Background: an optimization exercise with open tools, aiming at small area, a short achievable clock period and few clock cycles per item. Do not read the settings as production practice. Function was checked by simulation only, so behaviour that the tests miss may differ from the original.

==> run X: inputs <==
==> flow/design.v <==
module srt4_steps #(parameter S = 6, parameter LW = 34, parameter NW = 6) (
  input  [32:0]   ws_i,
  input  [32:0]   wc_i,
  input  [LW-1:0] low_i,
  input  [NW-1:0] qn_i,
  input  [30:0]   dn,
  output [32:0]   ws_o,
  output [32:0]   wc_o,
  output [LW-1:0] low_o,
  output [NW-1:0] qn_o
);
  function automatic [3:0] qsel(input [6:0] est, input [2:0] di);
    reg signed [6:0] e;
    reg signed [6:0] m2, m1, m0, mn;
    reg ge2, ge1, ge0, gen;
    begin
      e = est;
      case (di)
        3'd0: begin m2 = 7'sd12; mn = -7'sd13; end
        3'd1: begin m2 = 7'sd14; mn = -7'sd15; end
        3'd2: begin m2 = 7'sd15; mn = -7'sd16; end
        3'd3: begin m2 = 7'sd16; mn = -7'sd18; end
        3'd4: begin m2 = 7'sd18; mn = -7'sd20; end
        3'd5: begin m2 = 7'sd20; mn = -7'sd20; end
        3'd6: begin m2 = 7'sd20; mn = -7'sd22; end
        default: begin m2 = 7'sd24; mn = -7'sd24; end
      endcase
      m1 = di[2] ? 7'sd6 : 7'sd4;
      m0 = di[2] ? -7'sd8 : -7'sd5;
      ge2 = (e >= m2);
      ge1 = (e >= m1);
      ge0 = (e >= m0);
      gen = (e >= mn);
      qsel = {ge1, ~ge0, ge2 | ~gen, (ge1 & ~ge2) | (gen & ~ge0)};
    end
  endfunction
  reg [32:0]   ws, wc;
  reg [LW-1:0] low;
  reg [NW-1:0] qn;
  reg [34:0]   ys, yc, mag, op, s35, c35;
  reg [6:0]    est;
  reg [3:0]    qd;
  integer s;
  always @(*) begin
    ws  = ws_i;
    wc  = wc_i;
    low = low_i;
    qn  = qn_i;
    for (s = 0; s < S; s = s + 1) begin
      ys  = {ws, low[LW-1:LW-2]};
      yc  = {wc, 2'b00};
      est = ys[34:28] + yc[34:28];
      qd  = qsel(est, dn[30:28]);
      mag = qd[1] ? {2'b01, dn, 1'b0} : (qd[0] ? {3'b001, dn} : 35'd0);
      op  = qd[3] ? ~mag : mag;
      s35 = ys ^ yc ^ op;
      c35 = {(ys[33:0] & yc[33:0]) | (ys[33:0] & op[33:0]) | (yc[33:0] & op[33:0]), qd[3]};
      ws  = s35[32:0];
      wc  = c35[32:0];
      low = {low[LW-3:0], qd[1] | (qd[2] & qd[0]), qd[0]};
      qn  = {qn[NW-2:0], qd[2]};
    end
  end
  assign ws_o  = ws;
  assign wc_o  = wc;
  assign low_o = low;
  assign qn_o  = qn;
endmodule
module div_top (
  input         clk,
  input         rst,
  input         in_valid,
  output        in_ready,
  input  [63:0] dividend,
  input  [31:0] divisor,
  output        out_valid,
  output [32:0] quotient
);
  localparam S1 = 5, S2 = 6, S3 = 6;    
  localparam W  = 2 * (S1 + S2 + S3);   
  localparam N1 = S1;                   
  localparam N2 = S1 + S2;              
  localparam N3 = S1 + S2 + S3;
  reg        v0;
  reg [63:0] a0;
  reg [31:0] d0;
  always @(posedge clk) begin
    if (rst) v0 <= 1'b0;
    else     v0 <= in_valid;
    a0 <= dividend;
    d0 <= divisor;
  end
  wire sat0 = !(a0[63:33] < d0);    
  reg [4:0] sh;
  integer i;
  always @(*) begin
    sh = 5'd0;
    for (i = 0; i < 32; i = i + 1)
      if (d0[i]) sh = 5'd31 - i[4:0];
  end
  wire [31:0]   dn0 = d0 << sh;
  wire [94:0]   an0 = {31'd0, a0} << sh;
  wire [32:0]   w0  = {2'b00, an0[64:W]};
  wire [32:0]   ws1_c, wc1_c;
  wire [W-1:0]  low1_c;
  wire [N1-1:0] qn1_c;
  srt4_steps #(.S(S1), .LW(W), .NW(N1)) u_s1 (
    .ws_i(w0), .wc_i(33'd0), .low_i(an0[W-1:0]), .qn_i({N1{1'b0}}), .dn(dn0[30:0]),
    .ws_o(ws1_c), .wc_o(wc1_c), .low_o(low1_c), .qn_o(qn1_c));
  reg          v1, sat1;
  reg [32:0]   ws1, wc1;
  reg [W-1:0]  low1;
  reg [N1-1:0] qn1;
  reg [30:0]   dn1;
  always @(posedge clk) begin
    if (rst) v1 <= 1'b0;
    else     v1 <= v0;
    sat1 <= sat0;
    ws1  <= ws1_c;
    wc1  <= wc1_c;
    low1 <= low1_c;
    qn1  <= qn1_c;
    dn1  <= dn0[30:0];
  end
  wire [32:0]   ws2_c, wc2_c;
  wire [W-1:0]  low2_c;
  wire [N2-1:0] qn2_c;
  srt4_steps #(.S(S2), .LW(W), .NW(N2)) u_s2 (
    .ws_i(ws1), .wc_i(wc1), .low_i(low1), .qn_i({{(N2-N1){1'b0}}, qn1}), .dn(dn1),
    .ws_o(ws2_c), .wc_o(wc2_c), .low_o(low2_c), .qn_o(qn2_c));
  reg          v2, sat2;
  reg [32:0]   ws2, wc2;
  reg [W-1:0]  low2;
  reg [N2-1:0] qn2;
  reg [30:0]   dn2;
  always @(posedge clk) begin
    if (rst) v2 <= 1'b0;
    else     v2 <= v1;
    sat2 <= sat1;
    ws2  <= ws2_c;
    wc2  <= wc2_c;
    low2 <= low2_c;
    qn2  <= qn2_c;
    dn2  <= dn1;
  end
  wire [32:0]  ws3_c, wc3_c;
  wire [W-1:0] low3_c;
  wire [N3-1:0] qn3_c;
  srt4_steps #(.S(S3), .LW(W), .NW(N3)) u_s3 (
    .ws_i(ws2), .wc_i(wc2), .low_i(low2), .qn_i({{(N3-N2){1'b0}}, qn2}), .dn(dn2),
    .ws_o(ws3_c), .wc_o(wc3_c), .low_o(low3_c), .qn_o(qn3_c));
  reg [W-1:0] nq;
  integer j;
  always @(*) begin
    nq = {W{1'b0}};
    for (j = 0; j < N3 - 1; j = j + 1)
      nq[2*j+2] = qn3_c[j];
  end
  wire [32:0] rfin = ws3_c + wc3_c;
  wire [32:0] q3   = low3_c[32:0] - nq[32:0] - {32'd0, rfin[32]};
  reg        v3;
  reg [32:0] q_r;
  always @(posedge clk) begin
    if (rst) v3 <= 1'b0;
    else     v3 <= v2;
    q_r <= q3 | {33{sat2}};
  end
  assign in_ready  = 1'b1;
  assign out_valid = v3;
  assign quotient  = q_r;
endmodule
==> flow/run.sh <==
#!/bin/bash
# synth_recipe.tcl (not shown) runs the flow's synth.tcl, then flattens the netlist and writes it again
# the make line also repeats each setting of config.mk as NAME=value (left out here)
make -C /OpenROAD-flow-scripts/flow DESIGN_CONFIG=/design/flow/config.mk WORK_HOME=/design/flow/orfs CLKGATE_MAP_FILE= SYNTH_SCRIPT=/design/flow/synth_recipe.tcl finish
==> flow/config.mk <==
export PLATFORM = sky130hd
export DESIGN_NAME = div_top
export DESIGN_NICKNAME = div_top
export VERILOG_FILES = /design/flow/design.v
export SDC_FILE = /design/flow/constraint.sdc
export NUM_CORES = 4
export LEC_CHECK = 0
export ABC_AREA = 1
export CAP_MARGIN = 20
export CORE_MARGIN = 2
export CORE_UTILIZATION = 55
export CTS_CLUSTER_DIAMETER = 50
export CTS_CLUSTER_SIZE = 10
export SETUP_SLACK_MARGIN = 3
export SLEW_MARGIN = 20
==> flow/constraint.sdc <==
create_clock -name core_clock -period 175.0 [get_ports {clk}]
set_input_delay 35.0000 -clock core_clock [delete_from_list [all_inputs] [get_ports {clk}]]
set_output_delay 35.0000 -clock core_clock [all_outputs]
set_load 0.01 [all_outputs]
==> inputs of run D, as changes to run X <==
--- a/flow/design.v
+++ b/flow/design.v
@@ -38,5 +38,5 @@
   reg [LW-1:0] low;
   reg [NW-1:0] qn;
-  reg [34:0]   ys, yc, mag, op, s35, c35;
+  reg [34:0]   ys, yc, op, s35, c35;
   reg [6:0]    est;
   reg [3:0]    qd;
@@ -52,6 +52,6 @@
       est = ys[34:28] + yc[34:28];
       qd  = qsel(est, dn[30:28]);
-      mag = qd[1] ? {2'b01, dn, 1'b0} : (qd[0] ? {3'b001, dn} : 35'd0);
-      op  = qd[3] ? ~mag : mag;
+      op  = ({35{qd[3] & qd[1]}} & ~{2'b01, dn, 1'b0}) | ({35{qd[3] & qd[0]}} & ~{3'b001, dn})
+          | ({35{qd[2] & qd[1]}} &  {2'b01, dn, 1'b0}) | ({35{qd[2] & qd[0]}} &  {3'b001, dn});
       s35 = ys ^ yc ^ op;
       c35 = {(ys[33:0] & yc[33:0]) | (ys[33:0] & op[33:0]) | (yc[33:0] & op[33:0]), qd[3]};
Settings changed: CTS_BUF_LIST set to sky130_fd_sc_hd__clkbuf_8 sky130_fd_sc_hd__clkbuf_16, CTS_CLUSTER_DIAMETER 50 to 80, CTS_CLUSTER_SIZE 10 to 20.
==> run summary <==
In fmax, run D and run X hardly differ. Between run X and run D, the lower non-clock buffer count is in run X (gap 18). Flip-flop and latch count is the same in run D and run X. Against run D, the final cell count of run X is larger by 5.5%. Against run X, the routed wire length of run D is higher by 7.8%. Utilization: run X is higher than run D (2.2 points). Final area: run X is higher than run D (4.2%).
==> figures <==
Final area over synthesized area: run D 1.055x; run X 1.089x
Final design utilization: run D 0.584; run X 0.605
Count of clock buffers in the final design: run D 34; run X 73
Met1 Resource Use GR: run D 0.439; run X 0.409
Run status: run D timing/DRC/antenna clean; run X timing/DRC/antenna clean
Time the final worst path needs with I/O delays and setup: run D 36.51 ns; run X 36.52 ns
Area share of xor/xnor cells in the synthesized design: run D 0.0166; run X 0.0854
Drt wl/cell: run D 21.9 um; run X 19.3 um
Relative max-transition margin: run D 0.235; run X 0.250
Signal buffers share of area: run D 0.0388; run X 0.0353
Transition time of the tightest slew-check pin: run D 1.15 ns; run X 1.12 ns
Number of placed cells counting well taps: run D 7414; run X 7768
Multi-input gate share of the layout cell area: run D 0.681; run X 0.670
Starting density of the core: run D 0.553; run X 0.556
Clock Skews: run D 0.0283 ns; run X 0.0343 ns
Count of filler cells inserted in the layout: run D 8505; run X 8470
Testbench counts of run X, summed over its fixed seeds: cycles 3,232, items 3,200.
Testbench counts of run D, summed over its fixed seeds: cycles 3,232, items 3,200.

==> inputs of v26 <==
div_top, a different RTL version from the one above (not shown whole).
==> module div_top, before the edit <==
module div_top (
  input         clk,
  input         rst,
  input         in_valid,
  output        in_ready,
  input  [63:0] dividend,
  input  [31:0] divisor,
  output        out_valid,
  output [32:0] quotient
);
  localparam K  = 8;                
  localparam N  = (33 + K - 1) / K;  
  localparam W  = N * K;             
  localparam CW = 3;                 
  reg        f_full;
  reg [63:0] f_a;
  reg [31:0] f_d;
  reg        rdy_r;
  reg          busy;
  reg [CW-1:0] cnt;
  reg          sat_r;
  reg [31+W:0] R;
  reg [31:0]   D;
  reg        ov_r;
  reg [32:0] q_r;
  wire sat = !(f_a[63:33] < f_d);    
  reg  [CW-1:0] c_blk;
  reg  [31+W:0] r_ld;
  integer c;
  always @(*) begin
    c_blk = N[CW-1:0];
    r_ld  = {{(W-32){1'b0}}, f_a};
    for (c = N - 1; c >= 1; c = c - 1)
      if (({64'd0, f_a} >> (c * K)) < {96'd0, f_d}) begin
        c_blk = c[CW-1:0];
        r_ld  = {{(W-32){1'b0}}, f_a} << (W - c * K);
      end
    if (sat) c_blk = 1;
  end
  reg [31:0]  rem;
  reg [W-1:0] low;
  reg [32:0]  x, df;
  integer s;
  always @(*) begin
    rem = R[31+W:W];
    low = R[W-1:0];
    for (s = 0; s < K; s = s + 1) begin
      x   = {rem, low[W-1]};
      df  = x - {1'b0, D};
      low = {low[W-2:0], ~df[32]};
      rem = df[32] ? x[31:0] : df[31:0];
    end
  end
  wire fin    = !busy || (cnt == 1);
  wire take   = f_full && fin;
  wire accept = in_valid && rdy_r;
  wire          f_full_n = accept || (f_full && !take);
  wire          busy_n   = take || (busy && cnt != 1);
  wire          fin_n    = take ? (c_blk == 1) : (!busy || cnt == 1 || cnt == 2);
  always @(posedge clk) begin
    if (rst) begin
      f_full <= 1'b0;
      busy   <= 1'b0;
      ov_r   <= 1'b0;
      rdy_r  <= 1'b1;
    end else begin
      f_full <= f_full_n;
      busy   <= busy_n;
      ov_r   <= busy && cnt == 1;
      rdy_r  <= !f_full_n || fin_n;
    end
  end
  always @(posedge clk) begin
    if (rdy_r) begin
      f_a <= dividend;
      f_d <= divisor;
    end
    if (take) begin
      R     <= r_ld;
      D     <= f_d;
      cnt   <= c_blk;
      sat_r <= sat;
    end else begin
      R     <= {rem, low};
      cnt   <= cnt - 1'b1;
    end
    q_r <= low[32:0] | {33{sat_r}};
  end
  assign in_ready  = rdy_r;
  assign out_valid = ov_r;
  assign quotient  = q_r;
endmodule
==> module integer_divider, before the edit <==
module integer_divider #(parameter M = 5, N = 3)
  (input [M-1:0] dividend,
   input [N-1:0] divisor,
   output reg [M-N:0] quotient);
  reg [M-1:0] temp;
  reg [M-1:0] dividend_copy;
  always @(*) begin
    dividend_copy = dividend;
    for (integer i = M-N; i >= 0; i = i - 1) begin
      temp = divisor << i;
      if (temp <= dividend_copy) begin
        quotient[i] = 1'b1;
        dividend_copy = dividend_copy - temp;
      end
      else
        quotient[i] = 1'b0;
    end
  end
endmodule
export LEC_CHECK = 0
export CAP_MARGIN = 20
export CORE_MARGIN = 2
export CORE_UTILIZATION = 55
export CTS_CLUSTER_DIAMETER = 50
export CTS_CLUSTER_SIZE = 10
export SETUP_SLACK_MARGIN = 3
export SLEW_MARGIN = 20
create_clock -name core_clock -period 175.0 [get_ports {clk}]
run.sh (not shown) runs the stock make flow with config.mk's settings and CLKGATE_MAP_FILE= SYNTH_SCRIPT=/design/flow/synth_recipe.tcl, a recipe that flattens the netlist after the stock synthesis.
==> v10: changes against v26 <==
==> flow/design.v, changed modules only <==
module div_top (
  input         clk,
  input         rst,
  input         in_valid,
  output        in_ready,
  input  [63:0] dividend,
  input  [31:0] divisor,
  output        out_valid,
  output [32:0] quotient
);
  localparam K  = 12;                
  localparam N  = (34 + K - 1) / K;  
  localparam W  = N * K;             
  localparam CW = 2;                 
  localparam TW = 6;                 
  reg        f_full;
  reg [63:0] f_a;
  reg [31:0] f_d;
  reg        rdy_r;
  reg          busy;
  reg [CW-1:0] cnt;
  reg          sat_r;
  reg [32+W:0] R;       
  reg [32:0]   WC;      
  reg [31:0]   DN;      
  reg        ov_r;
  reg [32:0] q_r;
  wire sat = !(f_a[63:33] < f_d);    
  reg [CW-1:0] c_blk;
  integer c;
  always @(*) begin
    c_blk = N[CW-1:0];
    for (c = N - 1; c >= 1; c = c - 1)
      if (({64'd0, f_a} >> (c * K - 1)) < {96'd0, f_d})
        c_blk = c[CW-1:0];
    if (sat) c_blk = 1;
  end
  reg [31:0] dn;
  reg [4:0]  sh;
  always @(*) begin
    dn = f_d;
    sh[4] = (dn[31:16] == 16'd0); if (sh[4]) dn = dn << 16;
    sh[3] = (dn[31:24] ==  8'd0); if (sh[3]) dn = dn << 8;
    sh[2] = (dn[31:28] ==  4'd0); if (sh[2]) dn = dn << 4;
    sh[1] = (dn[31:30] ==  2'd0); if (sh[1]) dn = dn << 2;
    sh[0] = (dn[31]    ==  1'b0); if (sh[0]) dn = dn << 1;
  end
  wire [TW-1:0] t_sh = {1'b0, sh} + W - c_blk * K;
  wire [32+W:0] r_ld = {{(W-31){1'b0}}, f_a} << t_sh;
  function automatic [3:0] qsel(input [6:0] est, input [2:0] di);
    reg signed [6:0] e;
    reg signed [6:0] m2, m1, m0, mn;
    reg ge2, ge1, ge0, gen;
    begin
      e = est;
      case (di)
        3'd0: begin m2 = 7'sd12; mn = -7'sd13; end
        3'd1: begin m2 = 7'sd14; mn = -7'sd15; end
        3'd2: begin m2 = 7'sd15; mn = -7'sd16; end
        3'd3: begin m2 = 7'sd16; mn = -7'sd18; end
        3'd4: begin m2 = 7'sd18; mn = -7'sd20; end
        3'd5: begin m2 = 7'sd20; mn = -7'sd20; end
        3'd6: begin m2 = 7'sd20; mn = -7'sd22; end
        default: begin m2 = 7'sd24; mn = -7'sd24; end
      endcase
      m1 = di[2] ? 7'sd6 : 7'sd4;
      m0 = di[2] ? -7'sd8 : -7'sd5;
      ge2 = (e >= m2);
      ge1 = (e >= m1);
      ge0 = (e >= m0);
      gen = (e >= mn);
      qsel = {ge1, ~ge0, ge2 | ~gen, (ge1 & ~ge2) | (gen & ~ge0)};
    end
  endfunction
  reg [32:0]  ws, wc;
  reg [W-1:0] low;
  reg [K-1:0] pk, nk;
  reg [34:0]  ys, yc, mag, op, s35, c35;
  reg [6:0]   est;
  reg [3:0]   qd;
  integer s;
  always @(*) begin
    ws  = R[32+W:W];
    low = R[W-1:0];
    wc  = WC;
    pk  = {K{1'b0}};
    nk  = {K{1'b0}};
    for (s = 0; s < K / 2; s = s + 1) begin
      ys  = {ws, low[W-1:W-2]};
      yc  = {wc, 2'b00};
      low = {low[W-3:0], 2'b00};
      est = ys[34:28] + yc[34:28];
      qd  = qsel(est, DN[30:28]);
      mag = qd[1] ? {2'b00, DN, 1'b0} : (qd[0] ? {3'b000, DN} : 35'd0);
      op  = qd[3] ? ~mag : mag;
      s35 = ys ^ yc ^ op;
      c35 = {(ys[33:0] & yc[33:0]) | (ys[33:0] & op[33:0]) | (yc[33:0] & op[33:0]), qd[3]};
      ws  = s35[32:0];
      wc  = c35[32:0];
      pk  = {pk[K-3:0], qd[3] & qd[1], qd[3] & qd[0]};
      nk  = {nk[K-3:0], qd[2] & qd[1], qd[2] & qd[0]};
    end
  end
  wire [32:0]    rfin = ws + wc;
  wire           corr = (cnt == 1) & rfin[32];
  wire [K:0]     dblk = {1'b0, pk} - {1'b0, nk} - {{K{1'b0}}, corr};
  wire [W-K-1:0] qhi  = R[W-K-1:0];
  wire [W-1:0]   lown = {dblk[K] ? qhi - 1'b1 : qhi, dblk[K-1:0]};
  wire fin    = !busy || (cnt == 1);
  wire take   = f_full && fin;
  wire accept = in_valid && rdy_r;
  wire f_full_n = accept || (f_full && !take);
  wire busy_n   = take || (busy && cnt != 1);
  wire fin_n    = take ? (c_blk == 1) : (!busy || cnt == 1 || cnt == 2);
  always @(posedge clk) begin
    if (rst) begin
      f_full <= 1'b0;
      busy   <= 1'b0;
      ov_r   <= 1'b0;
      rdy_r  <= 1'b1;
    end else begin
      f_full <= f_full_n;
      busy   <= busy_n;
      ov_r   <= busy && cnt == 1;
      rdy_r  <= !f_full_n || fin_n;
    end
  end
  always @(posedge clk) begin
    if (rdy_r) begin
      f_a <= dividend;
      f_d <= divisor;
    end
    if (take) begin
      R     <= r_ld;
      WC    <= 33'd0;
      DN    <= dn;
      cnt   <= c_blk;
      sat_r <= sat;
    end else begin
      R     <= {ws, lown};
      WC    <= wc;
      cnt   <= cnt - 1'b1;
    end
    q_r <= lown[32:0] | {33{sat_r}};
  end
  assign in_ready  = rdy_r;
  assign out_valid = ov_r;
  assign quotient  = q_r;
endmodule
--- a/flow/config.mk
+++ b/flow/config.mk
@@ -5,10 +5,11 @@
 export SDC_FILE = /design/flow/constraint.sdc
 export NUM_CORES = 4
 export LEC_CHECK = 0
-export CAP_MARGIN = 20
+export ABC_AREA = 1
+export CAP_MARGIN = 70
 export CORE_MARGIN = 2
 export CORE_UTILIZATION = 55
 export CTS_CLUSTER_DIAMETER = 50
 export CTS_CLUSTER_SIZE = 10
 export SETUP_SLACK_MARGIN = 3
-export SLEW_MARGIN = 20
+export SLEW_MARGIN = 70
==> v29: changes against v26 <==
==> flow/design.v, changed modules only <==
module integer_divider #(parameter M = 5, N = 3)
  (input [M-1:0] dividend, 
   input [N-1:0] divisor, 
   output reg [M-N:0] quotient);
  reg [M-1:0] temp;   
  reg [M-1:0] dividend_copy;   
  always @(*) begin
    dividend_copy = dividend;   
    for (integer i = M-N; i >= 0; i = i - 1) begin
      temp = divisor << i;   
      if (temp <= dividend_copy) begin
        quotient[i] = 1'b1;  					 
        dividend_copy = dividend_copy - temp;   
      end
		else 
          quotient[i] = 1'b0; 
    end
  end
endmodule
module div_top (
  input         clk,
  input         rst,
  input         in_valid,
  output        in_ready,
  input  [63:0] dividend,
  input  [31:0] divisor,
  output        out_valid,
  output [32:0] quotient
);
  reg        v_r;
  reg [63:0] a_r;
  reg [31:0] d_r;
  reg        ov_r;
  reg [32:0] q_r;
  wire [32:0] q_w;
  integer_divider #(.M(64), .N(32)) u_div (
    .dividend(a_r),
    .divisor (d_r),
    .quotient(q_w)
  );
  always @(posedge clk) begin
    if (rst) begin
      v_r  <= 1'b0;
      ov_r <= 1'b0;
    end else begin
      v_r  <= in_valid;
      ov_r <= v_r;
    end
  end
  always @(posedge clk) begin
    if (in_valid) begin
      a_r <= dividend;
      d_r <= divisor;
    end
    if (v_r)
      q_r <= q_w;
  end
  assign in_ready  = 1'b1;
  assign out_valid = ov_r;
  assign quotient  = q_r;
endmodule
==> summary of the runs <==
Of v26 and v10, v10 has the higher core utilization (gap 0.17 points).
In design area, v29 is at 3.2 times the value of v26.
In area after synthesis, v29 is at 3.0 times the value of v10.
Setup slack: v29 < v10 < v26.
Against v10, the hold slack of v26 is lower by 0.0046 ns.
Testbench counts of v26, summed over its fixed seeds: cycles 8,943, items 3,200.
Testbench counts of v10, summed over its fixed seeds: cycles 6,758, items 3,200.
Testbench counts of v29, summed over its fixed seeds: cycles 3,216, items 3,200.

==> port drivers added, routing unchanged <==
The flow's constraints put no driver on any port. The routed layouts listed below were extracted and timed again, unchanged, in two steps.
Step 1 assumes that a clkbuf_16 drives the clock port and a buf_2 every other input.
Step 2 also shifts input and output timing later by t, the mid clock arrival at the registers, as if the neighbouring blocks saw the same clock.
a / b / c = ideal / step 1 / step 2; a / b = the first two.
run | t (ns) | setup WS [ns] | hold WS [ns]
run X | 0.710 | 138.481 / 138.412 / 139.122 | 0.322 / 0.322 / 0.322
run D | 0.718 | 138.493 / 138.423 / 139.141 | 0.331 / 0.331 / 0.331
v26 | 0.627 | 138.303 / 138.249 / 138.876 | 0.449 / 0.449 / 0.449
v10 | 0.617 | 138.210 / 138.151 / 138.768 | 0.454 / 0.454 / 0.454
v29 | 0.632 | 7.507 / 7.507 / 7.507 | 0.970 / 0.970 / 0.970
After both steps every run listed still meets setup and hold.
